Source: an optimization exercise on an open RTL-to-GDS flow (aim: small area). Production flows keep margins and buffers that such runs may drop. Only simulation tests tie the RTL to the original design; equivalence was not proved. No activity file was given, so power comes from the tool's default toggle rates.

==> flow/design.v <==
module decoder ( a , b );
input [31:0] a; 
output [31:0] b ; 
wire [31:0]a ; 
reg [31:0]b ; 
always @(*) 
begin
b = 32'd0;
if ( a[1:0] == 2'b11 ) 
     b = a ; 
 else    if ( a[1:0]==2'b00)
        case (a[15:13]) 
            3'b000 : b[31:0]= {4'd0,a[3:2],a[12],a[6:4],2'd0 ,5'b00010 ,3'b010,a[11:7], 7'b0000011}       ;  
            3'b001 : b[31:0]= {4'd0,a[8:7],a[12],a[6:2],5'b00010 ,3'b010,a[11:9],2'd0, 7'b0100011}  ;  
            3'b010 : b[31:0]= {4'd0,a[10:7],a[12:11],a[5],a[6],2'b0,5'b00010 ,3'b000,2'b0,a[4:2], 7'b0010011}   ;  
            3'b011 : b[31:0]= {6'd0,a[12],a[6:2],a[11:7],3'b001,a[11:7], 7'b0010011}   ;  
            3'b100 : b[31:0]= {7'd0,a[12],a[6:2]      ,a[11:7] ,3'b101,a[11:7], 7'b0010011}       ; 
            endcase
 else if( a[1:0]==2'b10) 
        case (a[15:13])
            3'b000 : b[31:0]= {5'd0,a[5],a[12:10],a[6],2'd0   ,2'b00,a[9:7],3'b010,2'b00,a[4:2], 7'b0000011}       ;  
            3'b001 : b[31:0]= {5'd0,a[5],a[12]        ,2'd0,a[4:2],2'd0,a[9:7],3'b010,a[11:10],a[6],2'b0,7'b0100011}  ;  
            3'b010 : begin 
                     if (a[6:5]==2'b00)
                     b[31:0]= {9'd0,a[12:10],2'd0,a[9:7],3'b000,2'b0,a[4:2], 7'b0010011}   ;  
                     else if (a[6:5]==2'b01)
                     b[31:0]= {9'd0,a[12:10],2'd0,a[9:7],3'b111,2'b0,a[4:2], 7'b0010011}   ;  
                     else if (a[6:5]==2'b10)
                     b[31:0]= {9'd0,a[12:10],2'd0,a[9:7],3'b110,2'b0,a[4:2], 7'b0010011}   ;  
                     else if (a[6:5]==2'b01)
                     b[31:0]= {9'd0,a[12:10],2'd0,a[9:7],3'b100,2'b0,a[4:2], 7'b0010011}   ;  
                    end 
            3'b011:  begin
                     if (a[6:5]==2'b00)
                     b[31:0]= {7'd0      ,2'd0,a[4:2],2'd0,a[9:7],3'b000,2'b0,a[12:10], 7'b0110011}   ;  
                     else if (a[6:5]==2'b01)
                     b[31:0]= {7'b0100000,2'd0,a[4:2],2'd0,a[9:7],3'b000,2'b0,a[12:10], 7'b0110011}   ;  
                     else if (a[6:5]==2'b10)
                     b[31:0]= {7'd0      ,2'd0,a[4:2],2'd0,a[9:7],3'b111,2'b0,a[12:10], 7'b0110011}   ;  
                     else if (a[6:5]==2'b11)
                     b[31:0]= {7'd0      ,2'd0,a[4:2],2'd0,a[9:7],3'b110,2'b0,a[12:10], 7'b0110011}   ;  
                    end  
            3'b100 : b[31:0]= {2'b01,5'd0,a[12],a[6:2],a[11:7] ,3'b101,a[11:7], 7'b0010011}       ;  
            3'b101 : begin
            if({a[15:10],a[6:5]}==8'b10100000)         b[31:0]= {7'd0      ,2'd0,a[4:2],2'd0,a[9:7],3'b100,2'd0,a[9:7], 7'b0110011}  ;  
            else  if({a[15:10],a[6:5]}==8'b10100001)   b[31:0]= {7'd0      ,2'd0,a[4:2],2'd0,a[9:7],3'b001,2'd0,a[9:7], 7'b0110011}  ;  
            else  if({a[15:10],a[6:5]}==8'b10100010)   b[31:0]= {2'b01,5'd0,2'd0,a[4:2],2'd0,a[9:7],3'b101,2'd0,a[9:7], 7'b0110011}  ;  
            else  if({a[15:10],a[6:5]}==8'b10100011)   b[31:0]= {7'd0      ,2'd0,a[4:2],2'd0,a[9:7],3'b101,2'd0,a[9:7], 7'b0110011}  ;  
            else  if({a[15:10],a[6:5]}==8'b10100100)   b[31:0]= {7'd0      ,2'd0,a[4:2],2'd0,a[9:7],3'b010,2'd0,a[9:7], 7'b0110011}  ;  
            else  if({a[15:10],a[6:5]}==8'b10100101)   b[31:0]= {7'd0      ,2'd0,a[4:2],2'd0,a[9:7],3'b011,2'd0,a[9:7], 7'b0110011}  ;  
            else  if({a[15:10],a[6:5]}==8'b10100110)   b[31:0]= {7'd0      ,2'd0,a[4:2],2'd0,a[9:7],3'b001,2'd0,a[4:2], 7'b0110011}  ;  
            else  if({a[15:10],a[6:5]}==8'b10100111)   b[31:0]= {7'd0      ,2'd0,a[4:2],2'd0,a[9:7],3'b101,2'd0,a[4:2], 7'b0110011}  ;  
            else  if({a[15:10],a[6:5]}==8'b10101000)   b[31:0]= {7'd0      ,2'd0,a[4:2],2'd0,a[9:7],3'b010,2'd0,a[4:2], 7'b0110011}  ;  
            else  if({a[15:10],a[6:5]}==8'b10101001)   b[31:0]= {7'd0      ,2'd0,a[4:2],2'd0,a[9:7],3'b011,2'd0,a[4:2], 7'b0110011}  ;  
                     end 
            3'b110 : if(a[12]==1'b0 && a[11:7]!=5'b0 && a[6:2]!=5'h0)
                     b[31:0]={7'b0,a[6:2],5'h0,3'b000,a[11:7],7'b0110011};
                    else if(a[12]==1'b1 && a[11:7]!=5'b0 && a[6:2]!=5'h0) 
                     b[31:0]={7'b0,a[6:2],a[11:7],3'b000,a[11:7],7'b0110011};
            endcase 
 else if( a[1:0]==2'b01)
        case (a[15:13]) 
            3'b000 : if (a[12:2]==11'b0)
                     b[31:0]={25'b0,7'b0010011};             
                     else
                     b[31:0]= {3'd0,a[8:7],a[2],a[6:3],a[12],8'd0 ,5'b00000, 7'b1101111}       ;  
            3'b001 : b[31:0]= {3'd0,a[8:7],a[2],a[6:3],a[12],8'd0 ,5'b00001, 7'b1101111}       ;  
            3'b010 : b[31:0]= {3'd0,a[12:10],a[2]  ,5'd0 ,2'b00,a[9:7] ,3'b000,a[6:3],1'b0, 7'b1100011}       ;  
            3'b011 : b[31:0]= {3'd0,a[12:10],a[2]  ,5'd0 ,2'b00,a[9:7] ,3'b001,a[6:3],1'b0, 7'b1100011}       ;  
            3'b100 : b[31:0]= {{6{a[12]}},a[12],a[6:2] ,5'd0 ,3'b000,a[11:7], 7'b0010011}       ;  
            3'b101 : b[31:0]= {{14{a[12]}},a[12],a[6:0],12'd0, a[11:7], 7'b0110111}       ;  
            3'b110 : b[31:0]= {{6{a[12]}},a[12],a[6:2] ,a[11:7],3'b000,a[11:7], 7'b0010011}       ;  
            3'b111 : if ( a[11:7]!=5'd0)
                     b[31:0]= {    {6'd0},a[12],a[6:2] ,a[11:7],3'b000,a[11:7], 7'b0010011}       ;  
                     else
                     b[31:0]= {{2{a[12]}},a[12],a[4:2],a[5],a[6],a[11:7],3'b000,a[11:7],7'b0010011}       ;  
            endcase     
end
endmodule
module imm(in,out);
  input [31:0]in;
  output reg [31:0]out;
  reg[31:0]out1;
always@(*) begin
out1=32'b0;
case (in[6:0])
  55: out={in[31:12],12'b0};  
  23: out={in[31:12],12'b0};  
  111: begin out1={in[31],in[19:12],in[20],in[30:21],12'b0}; out=out1>>>11; end  
  103: begin out={20'b0,in[31:20]};  end  
  99: begin out1={in[31],in[7],in[30:25],in[11:8],20'b0}; out=out1>>>19; end  
  3: begin out1={in[31:20],20'b0}; out=out1>>>20; end  
  35: begin out1={in[31:25],in[11:7],20'b0}; out=out1>>>20; end  
  19: begin out1={in[31:20],20'b0}; out=out1>>>20; end  
  default: out=32'b0;
endcase
end
endmodule
module cpu_pipeline(clk, rst,
            imem_addr, imem_rdata,
            dmem_addr, dmem_wdata, dmem_we, dmem_re, dmem_rdata,
            wb_we, wb_rd, wb_data);
input clk, rst;
output [31:0] imem_addr;
input  [31:0] imem_rdata;
output [31:0] dmem_addr, dmem_wdata;
output dmem_we, dmem_re;
input  [31:0] dmem_rdata;
output wb_we;
output [4:0] wb_rd;
output [31:0] wb_data;
integer i;
reg  [31:0] pc;
reg  [15:0] poh;         
reg  [31:0] pc_d;
reg  [31:2] a_d;
reg         v_d;         
reg         c32_d;
reg  [1:0]  bht_d;
reg  [31:0] pc_e;
reg  [31:2] a_e;
reg         v_e;
reg         c32_e;
reg  [1:0]  bht_e;
reg  [31:0] ra_e, rb_e;
reg  [31:0] res_m, st_m;
reg  [4:0]  rd_m;
reg  [2:0]  f3_m;
reg         rw_m, ld_m, sw_m;
reg  [15:0] coh_m;       
reg  [31:0] wd_w;
reg  [4:0]  rd_w;
reg         rw_w;
reg  [31:0] rf   [1:31];
reg  [1:0]  bht  [0:31];
reg  [25:0] btag [0:15];
reg  [31:0] btgt [0:15];
reg  [15:0] cv;
reg  [27:0] ct   [0:15];
wire stall, flush, recover;
wire [31:0] tgt_e, pcseq_e;
wire [31:0] a;
decoder dec (imem_rdata, a);
wire c32   = imem_rdata[1:0] == 2'b11;
wire br_f  = (a[6:0] == 7'b1101111) | (a[6:0] == 7'b1100111) |
             (a[6:0] == 7'b1100011) | (a[6:0] == 7'b0010111);
wire [1:0] bht_f = bht[pc[5:1]];
reg [25:0] btag_f;
reg [31:0] btgt_f;
always @(*) begin
  btag_f = 26'd0; btgt_f = 32'd0;
  for (i = 0; i < 16; i = i + 1) begin
    btag_f = btag_f | (btag[i] & {26{poh[i]}});
    btgt_f = btgt_f | (btgt[i] & {32{poh[i]}});
  end
end
wire pred  = br_f & bht_f[1] & (btag_f == pc[31:6]);
wire [31:0] pcseq;
rca #(32) incf (pc, {29'd0, c32, ~c32, 1'b0}, 1'b0, pcseq, );
wire [31:0] npc = recover ? pcseq_e :
                  flush   ? tgt_e :
                  pred    ? btgt_f : pcseq;
assign imem_addr = pc;
always @(posedge clk) begin
  if (rst) pc <= 32'd0;
  else if (!stall) pc <= npc;
  for (i = 0; i < 16; i = i + 1)
    if (rst) poh[i] <= (i == 0);
    else if (!stall) poh[i] <= (npc[5:2] == i);
  if (rst | flush) v_d <= 1'b0;
  else if (!stall) v_d <= a[0];
  if (!stall) begin
    pc_d <= pc; a_d <= a[31:2]; c32_d <= c32; bht_d <= bht_f;
  end
end
wire [31:0] r1 = (a_d[19:15] == 5'd0) ? 32'd0 : rf[a_d[19:15]];
wire [31:0] r2 = (a_d[24:20] == 5'd0) ? 32'd0 : rf[a_d[24:20]];
always @(posedge clk) begin
  if (rst | flush) v_e <= 1'b0;
  else if (!stall) v_e <= v_d;
  if (!stall) begin
    pc_e <= pc_d; a_e <= a_d; c32_e <= c32_d; bht_e <= bht_d;
    ra_e <= r1; rb_e <= r2;
  end
end
wire [4:0] opc = a_e[6:2];
wire isLUI   = v_e & (opc == 5'b01101);
wire isAUIPC = v_e & (opc == 5'b00101);
wire isJAL   = v_e & (opc == 5'b11011);
wire isJALR  = v_e & (opc == 5'b11001);
wire isBR    = v_e & (opc == 5'b11000);
wire isLOAD  = v_e & (opc == 5'b00000);
wire isSTORE = v_e & (opc == 5'b01000);
wire isOPI   = v_e & (opc == 5'b00100);
wire isOP    = v_e & (opc == 5'b01100);
wire br_e    = isJAL | isJALR | isBR | isAUIPC;
wire rw_e    = isLUI | isAUIPC | isJAL | isJALR | isLOAD | isOPI | isOP;
wire [2:0] f3 = a_e[14:12];
wire a30 = a_e[30];
wire [4:0] rs1_e = v_e ? a_e[19:15] : 5'd0;
wire [4:0] rs2_e = v_e ? a_e[24:20] : 5'd0;
wire [31:0] imm_e;
imm immgen ({a_e[31:2], v_e, v_e}, imm_e);
wire fa_m = rw_m & (rd_m != 5'd0) & (rd_m == rs1_e);
wire fb_m = rw_m & (rd_m != 5'd0) & (rd_m == rs2_e);
wire fa_w = rw_w & (rd_w != 5'd0) & (rd_w == rs1_e);
wire fb_w = rw_w & (rd_w != 5'd0) & (rd_w == rs2_e);
wire hit;
wire sc = hit & ld_m;
assign stall = ld_m & (fa_m | fb_m) & ~hit;
wire [31:0] ldv;
wire [31:0] ma = sc ? ldv : res_m;
wire [31:0] mb = (sc & ~fa_m) ? ldv : res_m;
wire [31:0] A = fa_m ? ma : fa_w ? wd_w : ra_e;
wire [31:0] B = fb_m ? mb : fb_w ? wd_w : rb_e;
wire alusrc = isOPI | isLOAD | isSTORE | isJALR;
wire [31:0] opB = alusrc ? imm_e : B;
wire addm = isLOAD | isSTORE | isJALR | ((isOP | isOPI) & (f3 == 3'b000) & ~a30);
wire sub = ~addm;
wire [32:0] S = {1'b0, A} + {1'b0, opB ^ {32{sub}}} + {32'd0, sub};
wire cout = S[32];                        
wire eq   = (S[31:0] == 32'd0);
wire lts  = (A[31] ^ opB[31]) ? A[31] : S[31];
wire shl = ~f3[2];
wire [31:0] shin, shout, shrev;
genvar g;
generate for (g = 0; g < 32; g = g + 1) begin : rv
  assign shin[g]  = shl ? A[31-g] : A[g];
  assign shrev[g] = shout[31-g];
end endgenerate
assign shout = shin >> opB[4:0];
wire big = |opB[31:5];
wire [31:0] shres = big ? 32'd0 : (shl ? shrev : shout);
reg [31:0] alu;
always @(*) begin
  case (f3)
    3'b000: alu = S[31:0];
    3'b001: alu = a30 ? 32'd0 : shres;
    3'b010: alu = a30 ? 32'd0 : {31'd0, lts};
    3'b011: alu = a30 ? 32'd0 : {31'd0, cout};
    3'b100: alu = a30 ? 32'd0 : A ^ opB;
    3'b101: alu = shres;
    3'b110: alu = a30 ? 32'd0 : A | opB;
    default: alu = a30 ? 32'd0 : A & opB;
  endcase
end
reg cond;
always @(*) begin
  case (f3)
    3'b000: cond = eq;
    3'b001: cond = ~eq;
    3'b100: cond = lts;
    3'b101: cond = ~lts & ~eq;
    3'b110: cond = ~cout;
    3'b111: cond = cout & ~eq;
    default: cond = 1'b1;
  endcase
end
assign tgt_e   = isJALR ? S[31:0] : pc_e + imm_e;
rca #(32) ince (pc_e, {29'd0, c32_e, ~c32_e, 1'b0}, 1'b0, pcseq_e, );
wire pcsrc = br_e & (~isBR | cond);
wire miss  = br_e & (bht_e[1] ^ pcsrc);
assign flush   = pcsrc & miss;
assign recover = bht_e[1] & miss;
wire [31:0] res_e = isLUI ? imm_e :
                    (isAUIPC | isJAL) ? tgt_e :
                    isJALR ? pcseq_e :
                    (isLOAD | isSTORE) ? S[31:0] : alu;
reg [1:0] bht_n;
always @(*) begin
  case (bht_e)
    2'b11: bht_n = miss ? 2'b10 : 2'b11;
    2'b10: bht_n = miss ? 2'b00 : 2'b11;
    2'b01: bht_n = miss ? 2'b10 : 2'b00;
    default: bht_n = miss ? 2'b01 : 2'b00;
  endcase
end
always @(posedge clk) begin
  for (i = 0; i < 32; i = i + 1)
    if (rst | (br_e & (pc_e[5:1] == i))) bht[i] <= bht_n & {2{~rst}};
  if (br_e) begin
    btag[pc_e[5:2]] <= pc_e[31:6];
    btgt[pc_e[5:2]] <= tgt_e;
  end
end
always @(posedge clk) begin
  if (rst | stall) begin
    rw_m <= 1'b0; ld_m <= 1'b0; sw_m <= 1'b0;
  end else begin
    rw_m <= rw_e; ld_m <= isLOAD; sw_m <= isSTORE & ~f3[2] & ~(f3[1] & f3[0]);
  end
  res_m <= res_e; st_m <= B; rd_m <= a_e[11:7]; f3_m <= f3;
  for (i = 0; i < 16; i = i + 1) coh_m[i] <= (res_e[3:0] == i);
end
assign dmem_addr = res_m;
assign dmem_we   = sw_m;
assign dmem_re   = ld_m;
assign dmem_wdata = (f3_m[1:0] == 2'b00) ? {24'd0, st_m[7:0]} :
                    (f3_m[1:0] == 2'b01) ? {16'd0, st_m[15:0]} : st_m;
reg [31:0] ldf;
always @(*) begin
  case (f3_m)
    3'b010:  ldf = dmem_rdata;
    3'b000:  ldf = {24'd0, dmem_rdata[7:0]};
    3'b001:  ldf = {16'd0, dmem_rdata[15:0]};
    3'b100:  ldf = {{24{dmem_rdata[7]}}, dmem_rdata[7:0]};
    3'b101:  ldf = {{16{dmem_rdata[15]}}, dmem_rdata[15:0]};
    default: ldf = 32'd0;
  endcase
end
assign ldv = ldf;
reg [27:0] ct_m;
always @(*) begin
  ct_m = 28'd0;
  for (i = 0; i < 16; i = i + 1) ct_m = ct_m | (ct[i] & {28{coh_m[i]}});
end
assign hit = |(cv & coh_m) & (ct_m == res_m[31:4]);
always @(posedge clk) begin
  for (i = 0; i < 16; i = i + 1) begin
    if (rst | (sw_m & coh_m[i])) cv[i] <= ~rst;
    if (sw_m & coh_m[i]) ct[i] <= res_m[31:4];
  end
end
wire [31:0] wd_m = ld_m ? ldv : res_m;
always @(posedge clk) begin
  rw_w <= rw_m & ~rst;
  wd_w <= wd_m;
  rd_w <= rd_m;
end
assign wb_we   = rw_w;
assign wb_rd   = rd_w;
assign wb_data = wd_w;
always @(posedge clk)
  for (i = 1; i < 32; i = i + 1)
    if (rst | (rw_m & (rd_m == i))) rf[i] <= wd_m & {32{~rst}};
endmodule
module rca #(parameter W = 32) (a, b, ci, s, co);
input  [W-1:0] a, b;
input  ci;
output [W-1:0] s;
output co;
wire [W:0] c;
assign c[0] = ci;
genvar k;
generate for (k = 0; k < W; k = k + 1) begin : bitk
  assign s[k]   = a[k] ^ b[k] ^ c[k];
  assign c[k+1] = (a[k] & b[k]) | (c[k] & (a[k] ^ b[k]));
end endgenerate
assign co = c[W];
endmodule
==> flow/flow/run.sh <==
#!/bin/bash
# Own layout flow: the standard synthesis and layout, with a leaner clock
# tree (no dummy loads, small clock buffers) and minimum-size port buffers.
# Every tool's full output goes to a log file in the work folder.
set -euo pipefail
cd "$(dirname "$0")/.."
export CTS_ARGS="-sink_clustering_enable -repair_clock_nets -dont_use_dummy_load -buf_list {sky130_fd_sc_hd__clkbuf_8} -sink_clustering_size 12 -sink_clustering_max_diameter 50"
export BUFFER_PORTS_ARGS="-buffer_cell sky130_fd_sc_hd__buf_1"
bash standard.sh synth > log_synth.txt 2>&1
bash standard.sh floorplan > log_floorplan.txt 2>&1
bash standard.sh place > log_place.txt 2>&1
bash standard.sh cts > log_cts.txt 2>&1
bash standard.sh route > log_route.txt 2>&1
bash standard.sh finish > log_finish.txt 2>&1
==> flow/standard.sh <==
#!/bin/bash
# synth_recipe.tcl (not shown) runs the flow's synth.tcl, then flattens the netlist and writes it again
# the make line also repeats each setting of config.mk as NAME=value (left out here)
make -C /OpenROAD-flow-scripts/flow DESIGN_CONFIG=/design/flow/config.mk WORK_HOME=/design/flow/orfs CLKGATE_MAP_FILE= SYNTH_SCRIPT=/design/flow/synth_recipe.tcl "${@:-finish}"
==> flow/config.mk <==
export PLATFORM = sky130hd
export DESIGN_NAME = cpu_pipeline
export DESIGN_NICKNAME = cpu_pipeline
export VERILOG_FILES = /design/flow/design.v
export SDC_FILE = /design/flow/constraint.sdc
export NUM_CORES = 4
export LEC_CHECK = 0
export CAP_MARGIN = 20
export CORE_MARGIN = 2
export CORE_UTILIZATION = 50
export PLACE_DENSITY = 0.6
export SLEW_MARGIN = 20
==> flow/constraint.sdc <==
create_clock -name core_clock -period 15.0 [get_ports {clk}]
set_input_delay 3.0000 -clock core_clock [delete_from_list [all_inputs] [get_ports {clk}]]
set_output_delay 3.0000 -clock core_clock [all_outputs]
set_load 0.01 [all_outputs]
==> results_tabular.tex, run 1 <==
\begin{tabular}{lr}
\hline
Metric & Value \\
\hline
\multicolumn{2}{l}{\textbf{Run status}} \\
\quad Run status & no timing/DRC/antenna violations \\
\multicolumn{2}{l}{\textbf{Critical path}} \\
\quad Worst endpoint required time & 15.99 ns \\
\quad Crit start category & flop \\
\quad Register-to-Register Setup Slack & 1.96 ns \\
\quad Worst path bufs/invs & 4 \\
\quad Slowest cell on the critical path & sky130\_fd\_sc\_hd\_\_dfxtp\_1 \\
\quad Endpoint kind of the worst setup timing path & flop \\
\quad CP most frequent cell & sky130\_fd\_sc\_hd\_\_buf\_4 \\
\quad Family with the most delay on the worst path & simple AND/OR/NAND/NOR gates \\
\quad Worst Setup Path Type & reg -> reg \\
\quad Largest driver fanout on the critical path & 28 \\
\quad Stage delay of the slowest cell on the critical path & 1.08 ns \\
\quad Worst Path Arrival & 14.03 ns \\
\multicolumn{2}{l}{\textbf{Global route}} \\
\quad Overall fraction of global-route tracks in use & 39.5\% \\
\quad Via count of the first global-routing pass & 85,400 \\
\quad Antenna violations before repair & 37 \\
\quad Global-route wire length before repair & 686,000 µm \\
\quad Maximum number of pins on one net before global-route repair & 94 \\
\quad Total congestion overflow after global routing & 0 \\
\multicolumn{2}{l}{\textbf{Route}} \\
\quad Initial detailed-routing violation count & 18,200 \\
\quad Number of nets with antenna violations after detailed routing & 0 \\
\quad Count of TritonRoute iterations in the first routing pass & 11 \\
\quad Wirelength, routed & 506,000 µm \\
\quad Total number of vias & 92,100 \\
\quad Residual DRC & 0 \\
\quad Mean routed wirelength per cell & 41.7 µm \\
\quad Number of vias per cell after detailed routing & 7.58 \\
\multicolumn{2}{l}{\textbf{Synth}} \\
\quad Count of state elements after synthesis & 2,821 \\
\quad Nets in the synthesized netlist & 8,936 \\
\quad Fraction of registers with async set/reset & 0\% \\
\quad Mapped Avg Cell Area & 14.1 µm² \\
\quad Synthesized instance count & 8,677 \\
\quad Cell Area, Synth & 122,000 µm² \\
\quad Post-synth EDFFs & 2,642 \\
\quad Number of distinct library cells after synthesis & 96 \\
\quad Count of yosys warnings during synthesis & 38 \\
\quad Most common flop cell mapped by yosys & sky130\_fd\_sc\_hd\_\_edfxtp\_1 \\
\quad Part of the Yosys area used for sequential elements & 68.0\% \\
\multicolumn{2}{l}{\textbf{Clocking}} \\
\quad Root buffer selected by CTS & sky130\_fd\_sc\_hd\_\_clkbuf\_8 \\
\quad TritonCTS clock tree & built \\
\quad CTS clock-pin slew for the worst setup and hold paths & 0.08 ns \\
\quad Number of gates given a new drive strength after cts & 0 \\
\quad Clock sink total & 2,821 \\
\quad Count of H-tree levels built during CTS & 5 \\
\quad Quantity of hold-fixing buffers added after cts & 0 \\
\quad Clock buffer count from CTS & 332 \\
\quad Deepest clock path buffer count & 4 \\
\quad Clock latency at the later pin of the worst-skew pair & 1.23 ns \\
\quad \# Post-CTS Setup Buffers & 0 \\
\multicolumn{2}{l}{\textbf{Floorplan}} \\
\quad Placement Rows & 181 \\
\quad Placeable core region & 243,000 µm² \\
\quad Starting utilization of the core area & 50.2\% \\
\quad Die extent in x & 498 µm \\
\quad Top-level port count & 202 \\
\quad Area of the die & 248,000 µm² \\
\quad Vertical die dimension & 498 µm \\
\multicolumn{2}{l}{\textbf{Flow run}} \\
\quad Max capacitance violation total & 0 \\
\multicolumn{2}{l}{\textbf{STA}} \\
\quad Final count of pins violating max slew & 0 \\
\quad Setup TNS Final & 0 ns \\
\quad Hold WS & 0.375 ns \\
\quad Max-Slew Margin vs Limit & 8.85\% \\
\quad Max Freq & 0.0767 GHz \\
\quad Number of endpoints with negative hold slack in the final report & 0 \\
\quad Measured slew at the worst slew-check pin & 1.36 ns \\
\quad Worst Skew & 0.184 ns \\
\quad Minimum clock period after layout & 13.04 ns \\
\quad RSZ-0062 raised after global routing & false \\
\quad Period Utilization, post-route & 86.9\% \\
\quad Final setup viols & 0 \\
\multicolumn{2}{l}{\textbf{Pwr}} \\
\quad Relative contribution of the clock network to total power & 22.2\% \\
\quad Total power density per cell area & 156 nW/µm² \\
\quad Logic pwr share & 27.4\% \\
\quad P\_int & 0.0134 W \\
\quad Net switching power & 0.00723 W \\
\quad VDD IR max & 0.0872 mV \\
\quad Sequential fraction of design power & 50.4\% \\
\quad Net switching fraction of the power & 35.1\% \\
\quad Static power due to leakage & 45.1 nW \\
\multicolumn{2}{l}{\textbf{Cells and area}} \\
\quad Final-stage net count & 9,196 \\
\quad Area added between synthesis and finish & 8.59\% \\
\quad Fraction of final layout cells sized beyond drive strength 1 & 11.3\% \\
\multicolumn{2}{l}{\textbf{Place}} \\
\quad Estimated wirelength of the detail-placed design & 299,000 µm \\
\quad Count of buffers from port buffering & 201 \\
\quad Final weighted congestion in routability-driven placement & 1.01 \\
\multicolumn{2}{l}{\textbf{Min path}} \\
\quad Hold crit path type & reg -> reg \\
\hline
\end{tabular}
[state kept, by name, summed over array words and instances, names as in the netlist, 64 cells and up]
name / flops
bht: 64
btgt: 512
btag: 416
rf: 992
ct: 448
[synthesized netlist by cell type (24+ instances only)]
library cell / instances / area share, %
sky130_fd_sc_hd__a211oi_1: 80 / 0.49
sky130_fd_sc_hd__a21o_1: 35 / 0.22
sky130_fd_sc_hd__a21oi_1: 378 / 1.6
sky130_fd_sc_hd__a221oi_1: 535 / 3.8
sky130_fd_sc_hd__a222oi_1: 66 / 0.54
sky130_fd_sc_hd__a22o_1: 517 / 3.7
sky130_fd_sc_hd__a22oi_1: 548 / 3.4
sky130_fd_sc_hd__a31oi_1: 34 / 0.17
sky130_fd_sc_hd__and2_1: 122 / 0.63
sky130_fd_sc_hd__buf_1: 77 / 0.24
sky130_fd_sc_hd__buf_2: 34 / 0.14
sky130_fd_sc_hd__clkbuf_1: 473 / 1.5
sky130_fd_sc_hd__dfxtp_1: 179 / 2.9
sky130_fd_sc_hd__edfxtp_1: 2642 / 65
sky130_fd_sc_hd__ha_1: 189 / 1.9
sky130_fd_sc_hd__inv_1: 128 / 0.39
sky130_fd_sc_hd__mux2_2: 51 / 0.47
sky130_fd_sc_hd__mux2i_1: 163 / 1.3
sky130_fd_sc_hd__mux4_2: 32 / 0.59
sky130_fd_sc_hd__nand2_1: 418 / 1.3
sky130_fd_sc_hd__nand3_1: 210 / 0.86
sky130_fd_sc_hd__nand4_1: 213 / 1.1
sky130_fd_sc_hd__nor2_1: 461 / 1.4
sky130_fd_sc_hd__nor2b_1: 43 / 0.22
sky130_fd_sc_hd__nor3_1: 122 / 0.50
sky130_fd_sc_hd__nor4_1: 38 / 0.19
sky130_fd_sc_hd__o211ai_1: 40 / 0.25
sky130_fd_sc_hd__o21ai_0: 247 / 1.0
sky130_fd_sc_hd__o221ai_1: 24 / 0.17
sky130_fd_sc_hd__o32ai_1: 29 / 0.21
sky130_fd_sc_hd__or2_2: 30 / 0.15
sky130_fd_sc_hd__xnor2_1: 97 / 0.70
sky130_fd_sc_hd__xor2_1: 42 / 0.30
[cell usage in the layout (no fill, tap or decap), types with 209 or more instances in the layout]
master                     count
sky130_fd_sc_hd__nand2_1     403
sky130_fd_sc_hd__nor2_1      386
sky130_fd_sc_hd__nand3_1     209
sky130_fd_sc_hd__o21ai_0     231
sky130_fd_sc_hd__a221oi_1    535
sky130_fd_sc_hd__a22o_1      517
sky130_fd_sc_hd__edfxtp_1   2642
sky130_fd_sc_hd__a21oi_1     375
sky130_fd_sc_hd__nand4_1     213
sky130_fd_sc_hd__clkbuf_8    332
sky130_fd_sc_hd__a22oi_1     548
sky130_fd_sc_hd__buf_4       339
[power by group through the flow]
| stage | sequential, W | clock (W) | combinational, W |
|---|---|---|---|
| 2_1_floorplan | 0.0103 | 0 | 0.00303 |
| 6_report | 0.0104 | 0.00457 | 0.00565 |
| 4_1_cts | 0.0103 | 0.00458 | 0.00540 |
| 3_5_place_dp | 0.0105 | 0 | 0.00538 |
| 5_1_grt | 0.0104 | 0.00487 | 0.00585 |
| 3_3_place_gp | 0.0105 | 0 | 0.00537 |
[layer usage]
metal	vias to the layer above	routed length [µm]	global-route usage, %
met3	1987	79000	14.4
met4	38	30700	18.5
met5	-	643	0.695
li1	35600	-	-
met1	45700	186000	54.0
met2	8709	210000	56.0
[path summary, 6_finish.rpt]
path,start,to,cells after the start
setup / recovery,coh_m[1],pc[0],33
setup reg to reg,coh_m[1],pc[0],33
hold / removal,pc_d[5],pc_e[5],0
hold reg to reg,pc_d[5],pc_e[5],0
[cell families (layout without fill, tap and decap cells)]
| family | count (synthesis) | after routing | synth area share [%] |
|---|---|---|---|
| flip-flops | 2821 | 2821 | 68.0 |
| XOR/XNOR | 139 | 139 | 0.998 |
| multiplexers | 248 | 248 | 2.42 |
| other | 0 | 13 | 0 |
| buffers and inverters | 759 | 1017 | 2.54 |
| AND/OR/NAND/NOR | 1800 | 1800 | 7.24 |
| adder cells (fa/ha/maj) | 193 | 193 | 2.00 |
| AO/OA/AOI/OAI | 2717 | 2717 | 16.8 |
[through the flow]
stage	power [W]	instance area [µm²]	cells	util, %	worst slack [ns]
after floorplan	0.0133	122000	8677	-	5.13
after global placement	0.0159	128000	11800	52.6	2.57
after detailed placement	0.0159	128000	11800	52.6	2.34
after CTS	0.0203	132000	12100	54.5	2.24
after global routing	0.0211	132000	12100	54.5	1.31
final	0.0206	132000	12200	54.5	1.96
[cell type report]
type / count / area [µm²]
flip-flops and latches: 2821 / 83000
inverters: 141 / 536
diodes: 13 / 32.5
repair buffers: 544 / 3360
fillers: 19900 / 110000
clock buffers: 332 / 4570
multi-input cells: 5097 / 36900
well taps: 3202 / 4010
==> inputs of run 2 (changes only) <==
--- a/flow/flow/run.sh
+++ b/flow/flow/run.sh
@@ -4,7 +4,7 @@
 # Every tool's full output goes to a log file in the work folder.
 set -euo pipefail
 cd "$(dirname "$0")/.."
-export CTS_ARGS="-sink_clustering_enable -repair_clock_nets -dont_use_dummy_load -buf_list {sky130_fd_sc_hd__clkbuf_8} -sink_clustering_size 12 -sink_clustering_max_diameter 50"
+export CTS_ARGS="-sink_clustering_enable -repair_clock_nets -dont_use_dummy_load -buf_list {sky130_fd_sc_hd__clkbuf_8} -sink_clustering_size 15 -sink_clustering_max_diameter 50"
 export BUFFER_PORTS_ARGS="-buffer_cell sky130_fd_sc_hd__buf_1"
 bash standard.sh synth > log_synth.txt 2>&1
 bash standard.sh floorplan > log_floorplan.txt 2>&1
==> run 2 against run 1 <==
Sequential power hardly changed. Final cell count is 0.11% lower. Setup slack better by 0.047 ns.
==> results_tabular.tex, run 2 <==
\begin{tabular}{lr}
\hline
Metric & Value \\
\hline
\multicolumn{2}{l}{\textbf{Critical path}} \\
\quad Worst Path Arrival & 13.96 ns (-0.07 ns) \\
\quad Worst endpoint required time & 15.97 ns (-0.02 ns) \\
\quad Worst path depth & 33 (unchanged) \\
\quad Worst path bufs/invs & 5 (+1) \\
\quad Origin of the critical flop-to-flop path & coh\_m[1] \\
\quad Crit start category & flop \\
\quad CP most frequent cell & sky130\_fd\_sc\_hd\_\_buf\_4 \\
\quad Slowest cell on the critical path & sky130\_fd\_sc\_hd\_\_dfxtp\_1 \\
\quad Family with the most delay on the worst path & compound AO/OA/AOI/OAI gates \\
\quad Terminus of the critical flop-to-flop path & pc[0] \\
\quad Largest driver fanout on the critical path & 30 (+7.1\%) \\
\quad Endpoint kind of the worst setup timing path & flop \\
\quad Stage delay of the slowest cell on the critical path & 1.09 ns (about the same) \\
\quad R2R cell count & 33 (unchanged) \\
\quad Worst Setup Path Type & reg -> reg \\
\quad Register-to-Register Setup Slack & 2.01 ns (+0.05 ns) \\
\multicolumn{2}{l}{\textbf{Clocking}} \\
\quad Root buffer selected by CTS & sky130\_fd\_sc\_hd\_\_clkbuf\_8 \\
\quad Count of H-tree levels built during CTS & 5 (unchanged) \\
\quad CTS clock-pin slew for the worst setup and hold paths & 0.09 ns (about the same) \\
\quad Quantity of hold-fixing buffers added after cts & 0 (unchanged) \\
\quad TritonCTS clock tree & built \\
\quad \# Post-CTS Setup Buffers & 0 (unchanged) \\
\quad Clock latency at the later pin of the worst-skew pair & 1.19 ns (-0.04 ns) \\
\quad Deepest clock path buffer count & 4 (unchanged) \\
\quad Number of gates given a new drive strength after cts & 0 (unchanged) \\
\quad Clock buffer count from CTS & 308 (-7.2\%) \\
\quad Clock sink total & 2,821 (unchanged) \\
\multicolumn{2}{l}{\textbf{STA}} \\
\quad Final setup viols & 0 (unchanged) \\
\quad RSZ-0062 raised after global routing & false \\
\quad Worst Skew & 0.164 ns (-0.0205 ns) \\
\quad Final count of pins violating max slew & 0 (unchanged) \\
\quad Max Freq & 0.0770 GHz (+0.37\%) \\
\quad Setup TNS Final & 0 ns (unchanged) \\
\quad Measured slew at the worst slew-check pin & 1.35 ns (-0.0105 ns) \\
\quad Minimum clock period after layout & 12.99 ns (-0.0474 ns) \\
\quad Period Utilization, post-route & 86.6\% (-0.32 points) \\
\quad Max-Slew Margin vs Limit & 9.55\% (+0.71 points) \\
\quad Number of endpoints with negative hold slack in the final report & 0 (unchanged) \\
\multicolumn{2}{l}{\textbf{Route}} \\
\quad Count of TritonRoute iterations in the first routing pass & 12 (+1) \\
\quad Total number of vias & 91,900 (-0.22\%) \\
\quad Mean routed wirelength per cell & 41.6 µm (-0.11\%) \\
\quad Initial detailed-routing violation count & 17,800 (-2.3\%) \\
\quad Number of vias per cell after detailed routing & 7.57 (-0.11\%) \\
\quad Residual DRC & 0 (unchanged) \\
\quad Wirelength, routed & 505,000 µm (-0.21\%) \\
\quad Number of nets with antenna violations after detailed routing & 0 (unchanged) \\
\multicolumn{2}{l}{\textbf{Synth}} \\
\quad Synth area leader & sky130\_fd\_sc\_hd\_\_edfxtp\_1 \\
\quad Top cells by count, synth & sky130\_fd\_sc\_hd\_\_edfxtp\_1 (2,642), sky130\_fd\_sc\_hd\_\_a22oi\_1 (548), sky130\_fd\_sc\_hd\_\_a221oi\_1 (535) \\
\quad Count of state elements after synthesis & 2,821 (unchanged) \\
\quad Count of yosys warnings during synthesis & 38 (unchanged) \\
\quad Most common flop cell mapped by yosys & sky130\_fd\_sc\_hd\_\_edfxtp\_1 \\
\quad Fraction of registers with async set/reset & 0\% (unchanged) \\
\quad Post-synth top area share & 65.1\% (unchanged) \\
\quad Part of the Yosys area used for sequential elements & 68.0\% (unchanged) \\
\quad Nets in the synthesized netlist & 8,936 (unchanged) \\
\quad Post-synth EDFFs & 2,642 (unchanged) \\
\quad Cell Area, Synth & 122,000 µm² (unchanged) \\
\quad Number of distinct library cells after synthesis & 96 (unchanged) \\
\quad Synthesized instance count & 8,677 (unchanged) \\
\quad Most numerous cell in the Yosys netlist & sky130\_fd\_sc\_hd\_\_edfxtp\_1 \\
\quad Leading cell types by total area after synthesis & sky130\_fd\_sc\_hd\_\_edfxtp\_1 (65\%), sky130\_fd\_sc\_hd\_\_a221oi\_1 (3.8\%), sky130\_fd\_sc\_hd\_\_a22o\_1 (3.7\%) \\
\quad Mapped Avg Cell Area & 14.1 µm² (unchanged) \\
\multicolumn{2}{l}{\textbf{Global route}} \\
\quad Total congestion overflow after global routing & 0 (unchanged) \\
\quad Overall fraction of global-route tracks in use & 39.5\% (-0.060 points) \\
\quad Via count of the first global-routing pass & 85,100 (-0.28\%) \\
\quad Maximum number of pins on one net before global-route repair & 94 (unchanged) \\
\quad Global-route wire length before repair & 685,000 µm (-0.21\%) \\
\quad Antenna violations before repair & 39 (+5.4\%) \\
\multicolumn{2}{l}{\textbf{Cells and area}} \\
\quad Non-Filler Instances & 12,100 (-0.11\%) \\
\quad Area added between synthesis and finish & 8.33\% \\
\quad Number of flip-flops in the largest register & 992 (unchanged) \\
\quad Most common cell after layout, fill and taps aside & sky130\_fd\_sc\_hd\_\_edfxtp\_1 \\
\quad Layout Utilization & 54.4\% (-0.13 points) \\
\quad Final-stage net count & 9,170 (-0.28\%) \\
\quad Fillers & 19,900 (+0.14\%) \\
\quad Fraction of final layout cells sized beyond drive strength 1 & 11.1\% (-0.26 points) \\
\quad Register with the most flip-flops & rf \\
\quad Commonest cells after routing, fill and taps aside & sky130\_fd\_sc\_hd\_\_edfxtp\_1 (2,642), sky130\_fd\_sc\_hd\_\_a22oi\_1 (548), sky130\_fd\_sc\_hd\_\_a221oi\_1 (535) \\
\quad Finished Cell Area & 132,000 µm² (-0.24\%) \\
\multicolumn{2}{l}{\textbf{Floorplan}} \\
\quad Starting utilization of the core area & 50.2\% (unchanged) \\
\quad Placement Rows & 181 (unchanged) \\
\quad Placeable core region & 243,000 µm² (unchanged) \\
\quad Area of the die & 248,000 µm² (unchanged) \\
\quad Die extent in x & 498 µm (unchanged) \\
\quad Vertical die dimension & 498 µm (unchanged) \\
\quad Top-level port count & 202 (unchanged) \\
\multicolumn{2}{l}{\textbf{Place}} \\
\quad Placement Cell Area & 128,000 µm² (unchanged) \\
\quad Cell Count Post-Placement & 11,800 (unchanged) \\
\quad Count of buffers from port buffering & 201 (unchanged) \\
\quad Estimated wirelength of the detail-placed design & 299,000 µm (unchanged) \\
\quad Final weighted congestion in routability-driven placement & 1.01 (unchanged) \\
\multicolumn{2}{l}{\textbf{Pwr}} \\
\quad Static power due to leakage & 44.9 nW (-0.40\%) \\
\quad Total power density per cell area & 155 nW/µm² (-0.63\%) \\
\quad VDD IR max & 0.0987 mV (+13\%) \\
\multicolumn{2}{l}{\textbf{Min path}} \\
\quad Hold crit path type & reg -> reg \\
\quad Number of cells traversed by the worst hold path & 0 (unchanged) \\
\quad Hold Startpoint & a\_d[12] \\
\quad Hold-critical path endpoint & a\_e[12] \\
\multicolumn{2}{l}{\textbf{Flow run}} \\
\quad Max capacitance violation total & 0 (unchanged) \\
\multicolumn{2}{l}{\textbf{Run status}} \\
\quad Run status & no timing/DRC/antenna violations \\
\hline
\end{tabular}
## run 2: how the worst max path moves through the flow
stage                  startpoint    endpoint  slack [ns]
finish                   coh_m[1]       pc[0]        2.01
detailed placement       coh_m[1]  bht[15][0]        2.34
global placement        coh_m[15]       pc[0]        2.57
CTS                      coh_m[1]   bht[6][0]        2.23
floorplan           imem_rdata[0]      pc[30]        5.13
global route             coh_m[1]       pc[0]        1.27
## run 2: where the power goes
part           internal (W)  total [W]  switching (W)
logic               0.00169    0.00566        0.00397
clock network       0.00183    0.00439        0.00257
registers           0.00972     0.0104       0.000656
## run 2: cell families after synthesis
group                    after synthesis  synth area share (%)
flip-flops                          2821                  68.0
AO/OA/AOI/OAI                       2717                  16.8
AND/OR/NAND/NOR                     1800                  7.24
buffers and inverters                759                  2.54
multiplexers                         248                  2.42
adder cells (fa/ha/maj)              193                  2.00
XOR/XNOR                             139                 0.998
## run 2: worst reg2reg max path: cells and delay by family, from the launching register on
family / cells / cell delay (ns)
AOI/OAI and AO/OA: 13 / 4.38
and+or+nand+nor: 10 / 3.74
buffers and inverters: 5 / 2.19
DFF: 1 / 1.09
xor gates and xnor gates: 2 / 0.63
muxes: 2 / 0.42
adders and majority gates: 1 / 0.38
## run 2: stage by stage
step                setup slack, ns  hold WS (ns)  power, W
finish                         2.01         0.362    0.0204
global route                   1.27         0.377    0.0209
global placement               2.57         0.401    0.0159
CTS                            2.23         0.362    0.0201
detailed placement             2.34         0.405    0.0159
floorplan                      5.13         0.329    0.0133
## run 2: layout make-up
class	instances	area (µm²)	area share, %
antenna	26	65.1	0.0492
tap	3202	4010	3.03
sequential	2821	83000	62.8
inverter	141	536	0.405
timing repair buffer	542	3350	2.53
clock buffer	308	4240	3.21
multi-input combinational	5097	36900	28.0
## run 2: routing by layer
metal / vias up / share of wire, % / track usage [%]
li1: 35600 / - / -
met1: 45700 / 37 / 53.8
met2: 8694 / 42 / 56.1
met3: 1922 / 16 / 14.8
met4: 28 / 5.9 / 17.9
met5: - / 0.096 / 0.752

==> port drivers added, routing unchanged <==
In the flow no input, the clock included, has a driving cell. The finished layouts below were timed again as built, in two steps.
Step 1: set_driving_cell puts a clkbuf_16 on clk and a buf_2 on each other input, an assumption about the parent block.
Step 2 also shifts input and output timing later by t, the mid clock arrival at the registers, as if the neighbouring blocks saw the same clock.
Slacks: ideal ports / drivers / drivers and shift; pairs: ideal ports / drivers.
| run | t (ns) | slack for setup (ns) | worst data-port slew with drivers (ns) |
|---|---|---|---|
| run 1 | 1.245 | 1.959 / 1.959 / 1.959 | 0.05 |
| run 2 | 1.218 | 2.007 / 2.007 / 2.007 | 0.05 |
After both steps setup and hold are still met in every run listed.
